From an optimization exercise on the open Yosys and OpenROAD flow, aimed at small area; shortcuts taken in it are not production practice.
Only simulation tests tie the RTL to the original design; equivalence was not proved.
Power figures rest on the tool's default switching activity, not on a simulated workload.

===== constraint.sdc =====
create_clock -name core_clock -period 10.0 [get_ports {clk}]
set_input_delay 2.0000 -clock core_clock [delete_from_list [all_inputs] [get_ports {clk}]]
set_output_delay 2.0000 -clock core_clock [all_outputs]
set_load 0.01 [all_outputs]

===== config.mk =====
export PLATFORM = sky130hd
export DESIGN_NAME = top
export DESIGN_NICKNAME = top
export VERILOG_FILES = /design/flow/design.v
export SDC_FILE = /design/flow/constraint.sdc
export NUM_CORES = 4
export LEC_CHECK = 0
export CAP_MARGIN = 20
export CORE_MARGIN = 2
export CORE_UTILIZATION = 40
export SLEW_MARGIN = 20

===== run.sh =====
#!/bin/bash
# synth_recipe.tcl (not shown) runs the flow's synth.tcl, then flattens the netlist and writes it again
# the make line also repeats each setting of config.mk as NAME=value (left out here)
make -C /OpenROAD-flow-scripts/flow DESIGN_CONFIG=/design/flow/config.mk WORK_HOME=/design/flow/orfs CLKGATE_MAP_FILE= SYNTH_SCRIPT=/design/flow/synth_recipe.tcl finish

===== design.v =====
module button (
    input  logic clk,
    input  logic rst,
    input  logic b_i,
    output logic en_o
);
    logic[1:0] state, next_state;
    always_ff @(posedge clk or posedge rst) begin
        if(rst) begin
            state <= 0;
        end
        else begin
            state <= next_state;
        end
    end
    always_comb begin
        unique case (state)
            0:    if(b_i) next_state = 1;
                    else    next_state = 0;
            1:   if(!b_i)    next_state = 2;
                    else        next_state = 1;
            2:  next_state = 3;
            3:  next_state = 0;
        endcase
    end
    assign en_o = (state == 3);
endmodule
module clk_gen #(
    parameter logic[31:0] TIME_V = 32'd50_000
)
(
    input  logic clk,
    input  logic rst,
    output logic clk_o,
    output logic tick_o
);
    logic[31:0] clk_counter;
    logic       clk_reg;
    always_ff @(posedge clk or posedge rst) begin
        if(rst) begin
            clk_counter <= '0;
            clk_reg <= 1'b0;
        end
        else begin
            if(clk_counter != TIME_V)
                clk_counter <= clk_counter + 32'd1;
            else begin
                clk_reg <= !clk_reg;
                clk_counter <= '0;
            end
        end
    end
    assign clk_o = clk_reg;
    assign tick_o = (clk_counter == TIME_V) && !clk_reg;
endmodule
module counter (
    input  logic clk,
    input  logic rst,
    input  logic tick_i,
    input  logic en_i,
    output logic carry_o
);
    logic       carry_reg;
    logic[4:0]  time_reg;
    always_ff @(posedge clk or posedge rst) begin
        if(rst) begin
            carry_reg <= 1'b0;
            time_reg  <= 4'd0;
        end 
        else begin
            if(tick_i && en_i) begin
                if(time_reg < 4'd9) begin
                    time_reg  <= time_reg + 4'd1;
                    carry_reg <= 1'b0;
                end else begin
                    time_reg  <= 4'd0;
                    carry_reg <= 1'b1;
                end
            end
        end
    end
    assign carry_o = carry_reg;
endmodule
module debouncer ( 
    input  logic clk, 
    input  logic rst, 
    input  logic noisy,
    output logic clean 
);
    logic[19:0] count;
    logic       new_input;
    always_ff @(posedge clk)
    begin
        if (rst) begin 
            new_input <= noisy; 
            clean     <= noisy; 
            count     <= 20'd0;
        end
        else  
        begin 
            if (noisy != new_input) begin
                new_input <= noisy; 
                count <= 0;
            end
            else if (count == 20'd15)  
                clean <= new_input;
            else 
                count <= count + 20'd1;
        end
    end
endmodule
module display_counter (
    input logic       clk,
    input logic       rst,
    input logic       tick_i,
    input logic       carry_i,
    output logic[3:0] CSEG0_o,
    output logic[3:0] CSEG1_o,
    output logic[3:0] SEG0_o,
    output logic[3:0] SEG1_o,
    output logic[3:0] MIN0_o,
    output logic[3:0] MIN1_o,
    output logic[3:0] HOUR0_o,
    output logic[3:0] HOUR1_o
);
    logic[3:0] CSEG0, CSEG1, SEG0, SEG1, MIN0, MIN1, HOUR0, HOUR1;
    logic   en0, en1, en2, en3, en4, en5, en6, en7;
    assign  en0 = tick_i && carry_i;
    assign  en1 = (en0 && CSEG0 == 4'd9);
    assign  en2 = (en1 && CSEG1 == 4'd9);
    assign  en3 = (en2 && SEG0  == 4'd9);
    assign  en4 = (en3 && SEG1  == 4'd5);
    assign  en5 = (en4 && MIN0  == 4'd9);
    assign  en6 = (en5 && MIN1  == 4'd5);
    assign  en7 = (en6 && HOUR0    == 4'd9);
    always_ff @(posedge clk or posedge rst) begin
        if(rst) begin
            CSEG0       <= '0;
            CSEG1       <= '0;
            SEG0        <= '0;
            SEG1        <= '0;
            MIN0        <= '0;
            MIN1        <= '0;
            HOUR0       <= '0;
            HOUR1       <= '0;
        end
        else begin
            if(en0) begin
                if(CSEG0 == 4'd9)
                    CSEG0 <= '0;
                else
                    CSEG0 <= CSEG0 + 4'd1;
            end
            if(en1) begin
                if(CSEG1 == 4'd9)
                    CSEG1 <= '0;
                else
                    CSEG1 <= CSEG1 + 4'd1;
            end
            if(en2) begin
                if(SEG0 == 4'd9)
                    SEG0 <= '0;
                else
                    SEG0 <= SEG0 + 4'd1;
            end
            if(en3) begin
                if(SEG1 == 4'd5)
                    SEG1 <= '0;
                else
                    SEG1 <= SEG1 + 4'd1;
            end
            if(en4) begin
                if(MIN0 == 4'd9)
                    MIN0 <= '0;
                else
                    MIN0 <= MIN0 + 4'd1;
            end
            if(en5) begin
                if(MIN1 == 4'd5)
                    MIN1 <= '0;
                else
                    MIN1 <= MIN1 + 4'd1;
            end
            if(en6) begin
                if(HOUR0 == 4'd9)
                    HOUR0 <= '0;
                else
                    HOUR0 <= HOUR0 + 4'd1;
            end
            if(en7) begin
                if(HOUR1 == 4'd9)
                    HOUR1 <= '0;
                else
                    HOUR1 <= HOUR1 + 4'd1;
            end
        end
    end
    assign CSEG0_o      = CSEG0;
    assign CSEG1_o      = CSEG1;
    assign SEG0_o       = SEG0;
    assign SEG1_o       = SEG1;
    assign MIN0_o       = MIN0;
    assign MIN1_o       = MIN1;
    assign HOUR0_o      = HOUR0;
    assign HOUR1_o      = HOUR1;
endmodule
module display_manager (
    input  logic       clk,
    input  logic       tick_1,
    input  logic       tick_2,
    input  logic       rst,
    input  logic       update_i,
    input  logic[3:0]  CSEG0_i,
    input  logic[3:0]  CSEG1_i,
    input  logic[3:0]  SEG0_i,
    input  logic[3:0]  SEG1_i,
    input  logic[3:0]  MIN0_i,
    input  logic[3:0]  MIN1_i,
    input  logic[3:0]  HOUR0_i,
    input  logic[3:0]  HOUR1_i,
    output logic       display_en_o,
    output logic[3:0]  CSEG0_o,
    output logic[3:0]  CSEG1_o,
    output logic[3:0]  SEG0_o,
    output logic[3:0]  SEG1_o,
    output logic[3:0]  MIN0_o,
    output logic[3:0]  MIN1_o,
    output logic[3:0]  HOUR0_o,
    output logic[3:0]  HOUR1_o
);
    logic[3:0] CSEG0;
    logic[3:0] CSEG1;
    logic[3:0] SEG0;
    logic[3:0] SEG1;
    logic[3:0] MIN0;
    logic[3:0] MIN1;
    logic[3:0] HOUR0;
    logic[3:0] HOUR1;
    logic display_en;
    always_ff @(posedge clk or posedge rst) begin
        if(rst)
            display_en <= 1'b0;
        else if(tick_2)
            display_en <= !display_en; 
    end
    assign display_en_o = display_en;
    always_ff @(posedge clk or posedge rst) begin
        if(rst) begin
            CSEG0   <= '0;
            CSEG1   <= '0;
            SEG0    <= '0;
            SEG1    <= '0;
            MIN0    <= '0;
            MIN1    <= '0;
            HOUR0   <= '0;
            HOUR1   <= '0;            
        end
        else begin
            if(tick_1 && update_i) begin
                CSEG0   <= CSEG0_i;
                CSEG1   <= CSEG1_i;
                SEG0    <= SEG0_i;
                SEG1    <= SEG1_i;
                MIN0    <= MIN0_i;
                MIN1    <= MIN1_i;
                HOUR0   <= HOUR0_i;
                HOUR1   <= HOUR1_i; 
            end
        end
    end
    always_comb begin
        CSEG0_o      = CSEG0;
        CSEG1_o      = CSEG1;
        SEG0_o       = SEG0;
        SEG1_o       = SEG1;
        MIN0_o       = MIN0;
        MIN1_o       = MIN1;
        HOUR0_o      = HOUR0;
        HOUR1_o      = HOUR1;
    end
endmodule
module fsm (
    input  logic clk,
    input  logic rst,
    input  logic start_i,
    input  logic stop_i,
    input  logic split_i,
    output logic en_o,
    output logic update_o
);
    logic[1:0]  state, next_state;
    logic       start_b, stop_b, split_b;
    always_ff @(posedge clk or posedge rst) begin
        if(rst) begin
            state <= 0;
        end 
        else begin
            state <= next_state;
        end
    end    
    button START_B (
        .clk    (clk),
        .rst    (rst),
        .b_i    (start_i),
        .en_o   (start_b)
    ); 
    button STOP_B (
        .clk    (clk),
        .rst    (rst),
        .b_i    (stop_i),
        .en_o   (stop_b)
    ); 
    button SPLIT_B (
        .clk    (clk),
        .rst    (rst),
        .b_i    (split_i),
        .en_o   (split_b)
    ); 
    always_comb begin
        unique case (state)
            0:      if(start_b)      next_state = 1;
                         else             next_state = 0;
            1:      if(split_b)      next_state = 3;
                         else if(stop_b)  next_state = 2;
                         else             next_state = 1;
            3:      if(split_b)      next_state = 1;
                         else             next_state = 3;
            2:       if(start_b)      next_state = 1;
                         else             next_state = 2;
        endcase
    end
    assign en_o     = (state == 1 || state == 3);
    assign update_o = (state != 3);
endmodule 
module display (
    input clock,
    input reset,
    input [5:0] d1,
    input [5:0] d2,
    input [5:0] d3,
    input [5:0] d4,
    input [5:0] d5,
    input [5:0] d6,
    input [5:0] d7,
    input [5:0] d8,
    output [7:0] dec_cat,
    output [7:0] an
    );    
    reg [2:0] selected;
    always @(posedge clock, posedge reset) begin
        if(reset) begin
            selected <= 3'd0;
        end
        else begin
            if(timer1ms) begin
                selected <= selected + 3'd1;
            end
        end
    end
    reg [7:0] cathode;
    always @* begin
        case(selected)
            3'b000:  cathode = {segments[d1[4:1]], ~d1[0]};
            3'b001:  cathode = {segments[d2[4:1]], ~d2[0]};
            3'b010:  cathode = {segments[d3[4:1]], ~d3[0]};
            3'b011:  cathode = {segments[d4[4:1]], ~d4[0]};
            3'b100:  cathode = {segments[d5[4:1]], ~d5[0]};
            3'b101:  cathode = {segments[d6[4:1]], ~d6[0]};
            3'b110:  cathode = {segments[d7[4:1]], ~d7[0]};
            default: cathode = {segments[d8[4:1]], ~d8[0]};  
        endcase
    end
    reg [7:0] anode;
    always @* begin
        case(selected)
            3'b000:  anode = (d1[5] == 1'b1) ? 8'b0111_1111 : 8'b1111_1111; 
            3'b001:  anode = (d2[5] == 1'b1) ? 8'b1011_1111 : 8'b1111_1111;
            3'b010:  anode = (d3[5] == 1'b1) ? 8'b1101_1111 : 8'b1111_1111;
            3'b011:  anode = (d4[5] == 1'b1) ? 8'b1110_1111 : 8'b1111_1111;
            3'b100:  anode = (d5[5] == 1'b1) ? 8'b1111_0111 : 8'b1111_1111;
            3'b101:  anode = (d6[5] == 1'b1) ? 8'b1111_1011 : 8'b1111_1111;
            3'b110:  anode = (d7[5] == 1'b1) ? 8'b1111_1101 : 8'b1111_1111;
            default: anode = (d8[5] == 1'b1) ? 8'b1111_1110 : 8'b1111_1111;  
        endcase
    end
    wire [6:0] segments [15:0];
    assign segments[0] = 7'b1000000;
    assign segments[1] = 7'b1111001;
    assign segments[2] = 7'b0100100;
    assign segments[3] = 7'b0110000;
    assign segments[4] = 7'b0011001;
    assign segments[5] = 7'b0010010;
    assign segments[6] = 7'b0000010;
    assign segments[7] = 7'b1111000;
    assign segments[8] = 7'b0000000;
    assign segments[9] = 7'b0010000;
    assign segments[10] = 7'b0001000;
    assign segments[11] = 7'b0000011;
    assign segments[12] = 7'b1000110;
    assign segments[13] = 7'b0100001;
    assign segments[14] = 7'b0000110;
    assign segments[15] = 7'b0001110;
    reg timer1ms;
    reg [16:0] counter;
    always @(posedge clock, posedge reset) begin
        if(reset) begin
            timer1ms <=  1'b0;
            counter  <= 17'd0;
        end
        else begin
            if(counter == 17'd3) begin
                timer1ms <= 1'b1;
                counter <= 17'd0;
            end
            else begin
                timer1ms <= 1'b0;
                counter <= counter + 17'd1;
            end
        end
    end
    assign an = anode;
    assign dec_cat = cathode;
endmodule
module top (
    input  logic clk,
    input  logic rst,
    input  logic start_i,
    input  logic stop_i,
    input  logic split_i,
    output logic[7:0] dec_cat,
    output logic[7:0] an
);
    logic start_c, stop_c, split_c;
    logic en_timer, carry, update, display_en250ms, display_en;
    logic[3:0]  CSEG0, CSEG1, SEG0, SEG1, MIN0, MIN1, HOUR0, HOUR1;
    logic[3:0]  CSEG0_D, CSEG1_D, SEG0_D, SEG1_D, 
                MIN0_D, MIN1_D, HOUR0_D, HOUR1_D;
    logic   clk_100hz, clk_250ms, clk_split;
    logic   tick_100hz, tick_250ms;
    assign display_en = (update) ? 1'b1 : display_en250ms;
    debouncer DEB_START (
        .clk    (clk),
        .rst    (rst),
        .noisy  (start_i),
        .clean  (start_c)
    ); 
    debouncer DEB_STOP (
        .clk    (clk),
        .rst    (rst),
        .noisy  (stop_i),
        .clean  (stop_c)
    ); 
    debouncer DEB_SPLIT (
        .clk    (clk),
        .rst    (rst),
        .noisy  (split_i),
        .clean  (split_c)
    ); 
    fsm MAIN_FSM (
        .clk        (clk),
        .rst        (rst),
        .start_i    (start_c),
        .stop_i     (stop_c),
        .split_i    (split_c),
        .en_o       (en_timer),
        .update_o   (update)
    );
    clk_gen #(
        .TIME_V     (32'd0)
    ) CLOCK100HZ (
        .clk        (clk),
        .rst        (rst),
        .clk_o      (clk_100hz),
        .tick_o     (tick_100hz)
    );
    clk_gen #(
        .TIME_V     (32'd60)
    ) CLOCK250MS (
        .clk        (clk),
        .rst        (rst),
        .clk_o      (clk_250ms),
        .tick_o     (tick_250ms)
    );
    counter TIMER (
        .clk        (clk),
        .rst        (rst),
        .tick_i     (tick_100hz),
        .en_i       (en_timer),
        .carry_o    (carry)
    );
    display_counter DISPLAY_COUNTER (
        .clk            (clk),
        .rst            (rst),
        .tick_i         (tick_100hz),
        .carry_i        (carry),
        .CSEG0_o        (CSEG0),
        .CSEG1_o        (CSEG1),
        .SEG0_o         (SEG0),
        .SEG1_o         (SEG1),
        .MIN0_o         (MIN0),
        .MIN1_o         (MIN1),
        .HOUR0_o        (HOUR0),
        .HOUR1_o        (HOUR1) 
    );
    display_manager DISPLAY_MANAGER (
        .clk            (clk),
        .tick_1         (tick_100hz),
        .tick_2         (tick_250ms),
        .rst            (rst), 
        .update_i       (update),
        .CSEG0_i        (CSEG0),
        .CSEG1_i        (CSEG1),
        .SEG0_i         (SEG0),
        .SEG1_i         (SEG1),
        .MIN0_i         (MIN0),
        .MIN1_i         (MIN1),
        .HOUR0_i        (HOUR0),
        .HOUR1_i        (HOUR1),
        .display_en_o   (display_en250ms),
        .CSEG0_o        (CSEG0_D),
        .CSEG1_o        (CSEG1_D),
        .SEG0_o         (SEG0_D),
        .SEG1_o         (SEG1_D),
        .MIN0_o         (MIN0_D),
        .MIN1_o         (MIN1_D),
        .HOUR0_o        (HOUR0_D),
        .HOUR1_o        (HOUR1_D)         
    );
    display DISPLAY_7_SEG (
        .clock      (clk),
        .reset      (rst),
        .d1         ({display_en, HOUR1_D,  1'b0}),
        .d2         ({display_en, HOUR0_D,  display_en}),
        .d3         ({display_en, MIN1_D,   1'b0}),
        .d4         ({display_en, MIN0_D,   display_en}),
        .d5         ({display_en, SEG1_D,   1'b0}),
        .d6         ({display_en, SEG0_D,   display_en}),
        .d7         ({display_en, CSEG1_D,  1'b0}),
        .d8         ({display_en, CSEG0_D,  1'b0}),
        .dec_cat    (dec_cat),
        .an         (an)
    );
endmodule

==> run summary <==
outcome timing/DRC/antenna clean; core area 0.03067 mm2; synthesized area 0.01249 mm2; worst relative slew slack 35.73%; CTS tree done; hold slack final 459.8 ps; Die X 180.7 um; first-pass GRT wire length 42,170 um; Worst Hold Endpoint CLOCK250MS.clk_reg$_DFFE_PP0N_; flop and latch count out of synthesis 232; Filler cells 2,912; initial antenna violation count 0; CTS buffer count 25; Worst VDD drop 0.1060 mV; CP endpoint kind output port; Yosys warning count 9; Via density 5.406; post-CTS sizing 0; final hold violation count 0; Synth Area in Adders 1.482%; worst-margin pin slew 964.1 ps; MaxCap Viol Count 0; asr flop ratio synth 71.55%; Slew Limit Fails 0; die height 180.7 um; endpoints failing setup 0; Max Root-Sink Buffers 3; GRT Residual Overflow 0; worst flop-to-flop path endpoint DISPLAY_MANAGER.HOUR0[3]$_DFFE_PP0P_; main combinational cell family by area after synthesis simple AND/OR/NAND/NOR gates; DRT iter0 DRCs 552; worst hold-check path type reg2reg; nets@finish 1,324; final worst path period share 51.92%; Reg2Reg Depth 6; clk latency of the worst-skew pair 520 ps; commonest non-fill, non-tap cell in the layout dfrtp_1; minimum clock period after layout 5192 ps; commonest register cell after synthesis dfrtp_1; crit path max fanout 11; synthesized-area fraction occupied by and/or/nand/nor cells 25.73%; syn nets 1,330; DRT Pass-1 Iters 4; WP data arrival 3190 ps; setup bufs post-CTS 0; CTS Root Cell clkbuf_16; # port buffers 20; share of cells above drive strength 1 6.949%; Critical Path Source Type register; synth unique cells 76; most frequent cells in the layout dfrtp_1 (166), nand2_1 (112), nor2_1 (110), xnor2_1 (92), nand3_1 (66); Leak Pwr 5.544 nW; DP HPWL 17,010 um; Rows 64; # diodes 0; cells after synthesis 1,311; min-delay src CLOCK250MS.clk_reg$_DFFE_PP0N_; top flop regs CLOCK100HZ.clk_counter (32), CLOCK250MS.clk_counter (32); clk sink count 232; post-synthesis compound-gate area fraction 10.44%; H-Tree Depth 1; clk slew on worst S/H paths 60 ps; via count 9,298; total routed wirelength 24,590 um; Fmax 192.6 MHz; CP Class reg2out; Sum Neg Setup Slack 0 ps; post-synthesis mux area share 4.367%; antenna-violating nets left 0; critical path required time 8000 ps; pwr/cell area 158.8 mW/mm2; vias in the first global route 8,668; DRC viols 0; Post-CTS Hold Buffers 0; average cell area after synthesis 9.529 um2; Critical R2R Launch CLOCK100HZ.clk_counter[19]$_DFF_PP0_; I/O Pins 21; Post-synth EDFFs 6; Clock Skews 10.85 ps; FF-to-FF setup slack 7320 ps; P&R area growth vs syn 10.51%; routed len/inst 14.29 um; Starting Density 40.73%; unrepaired setup endpoints after global routing no; largest net degree at the start of global routing 111; gr usage total 14.98%; Die Area 0.03266 mm2; routability cong. 0.8815; hold path depth 1; Synth Area in XOR/XNOR 10.31%; Seq/Total Area, Yosys 44.31%
[cell families (layout without fill, tap and decap cells)]
kind of cell | count (synthesis) | count (layout)
multiplexers | 49 | 49
buffers and inverters | 101 | 114
AO/OA/AOI/OAI | 209 | 209
adder cells (fa/ha/maj) | 15 | 15
flip-flops | 232 | 232
AND/OR/NAND/NOR | 558 | 558
XOR/XNOR | 147 | 147
[critical path, cell delays in order (launching register included)]
cell and delay [ps]:
dfrtp_1 530, inv_1 180, ha_1 340, or4_1 640
a211oi_1 220, a2111oi_0 110, nand4_1 110, clkdlybuf4s50_1 540
[layer usage]
layer  track usage [%]  routed length [um]  vias to the layer above
met4             4.516                 656                        0
met2             24.14               11100                      119
met3             2.036                 787                       42
met5                 0                   0                        -
met1             20.98               12040                     4462
li1                  -                   -                     4675
[metrics by stage]
step / setup WS, ps / cells / power, mW / area (um2) / utilization, %
after CTS: 4831 / 1720 / 2.224 / 13800 / 45.01
after global placement: 5240 / 1674 / 1.278 / 12960 / 42.26
after global routing: 4690 / 1720 / 2.300 / 13800 / 45.01
after detailed placement: 5206 / 1674 / 1.282 / 12960 / 42.26
after floorplan: 2324 / 1311 / 1.220 / 12490 / -
final: 4808 / 1720 / 2.192 / 13800 / 45.01
[cell type report]
class	instances	area [um2]	area share [%]
clock buffers	40	782.0	5.665
inverters	46	177.7	1.287
well taps	396	495.5	3.589
clock inverters	6	62.56	0.4532
flip-flops and latches	232	5535	40.10
repair buffers	22	215.2	1.559
multi-input cells	978	6536	47.35
[power breakdown]
part	internal, mW	total [mW]	switching, mW
sequential	0.989	1.07	0.0776
clock	0.560	0.928	0.368
combinational	0.0846	0.199	0.114
[how the worst max path moves through the flow]
stage                                                     start                                to  slack, ps
after global placement                                      rst   DEB_STOP.count[17]$_SDFFE_PP0N_       5240
after detailed placement                                    rst  DEB_SPLIT.count[18]$_SDFFE_PP0N_       5210
final                     DISPLAY_7_SEG.selected[2]$_DFFE_PP0P_                        dec_cat[4]       4810
after CTS                 DISPLAY_7_SEG.selected[2]$_DFFE_PP0P_                        dec_cat[4]       4830
after global routing      DISPLAY_7_SEG.selected[2]$_DFFE_PP0P_                        dec_cat[4]       4690
after floorplan                                             rst      DEB_STOP.new_input$_DFFE_PP_       2320
[synth_stat cells, types with 4 or more instances]
library cell	instances	share of area [%]
o32ai_1	7	0.49
a22oi_1	6	0.36
a21oi_1	64	2.6
and4_1	15	1.1
and2_1	4	0.20
o21ai_0	55	2.2
nor4_1	23	1.2
nand4b_1	10	0.70
dfrtp_1	166	33
a211oi_1	12	0.72
nand3b_1	4	0.24
inv_1	45	1.4
mux2i_1	5	0.40
nand2_1	112	3.4
clkbuf_1	48	1.4
edfxtp_1	6	1.4
mux2_2	14	1.3
or3b_2	5	0.35
o22ai_1	11	0.55
nor3b_1	22	1.3
nor3_1	25	1.0
or4_1	9	0.54
nor2b_1	23	1.2
nand2b_1	17	0.85
a31oi_1	12	0.60
a22o_1	4	0.28
buf_6	5	0.45
ha_1	14	1.4
nor2_1	110	3.3
o21a_1	5	0.30
a211o_1	4	0.28
xor2_1	55	3.9
nand4_1	40	2.0
xnor2_1	92	6.5
and3_1	24	1.2
dfxtp_1	60	9.6
mux2_1	30	2.7
nor4_4	10	1.7
nand3_1	66	2.6
or3_1	15	0.75

-- port drivers added, routing unchanged --
Ports are ideal in the flow. The routed layout listed here was re-timed in OpenROAD.
Step 1: set_driving_cell puts a clkbuf_16 on clk and a buf_2 on each other input, an assumption about the parent block.
Step 2, shift: input delay + t, output delay - t, t = (earliest + latest rising clock arrival at the registers) / 2. This alone moves slack from input paths to output paths.
Three values: ideal, step 1, step 2; two values: the first two.
t, ns: 0.558
slack for setup (ns): 4.808 / 4.764 / 5.322
worst setup path at the end: register to output
pins driven straight from the clock port: 1
After both steps this run still meets setup and hold. For this run, drivers alone change the setup slack by -0.044 ns; drivers and shift together by +0.514 ns.
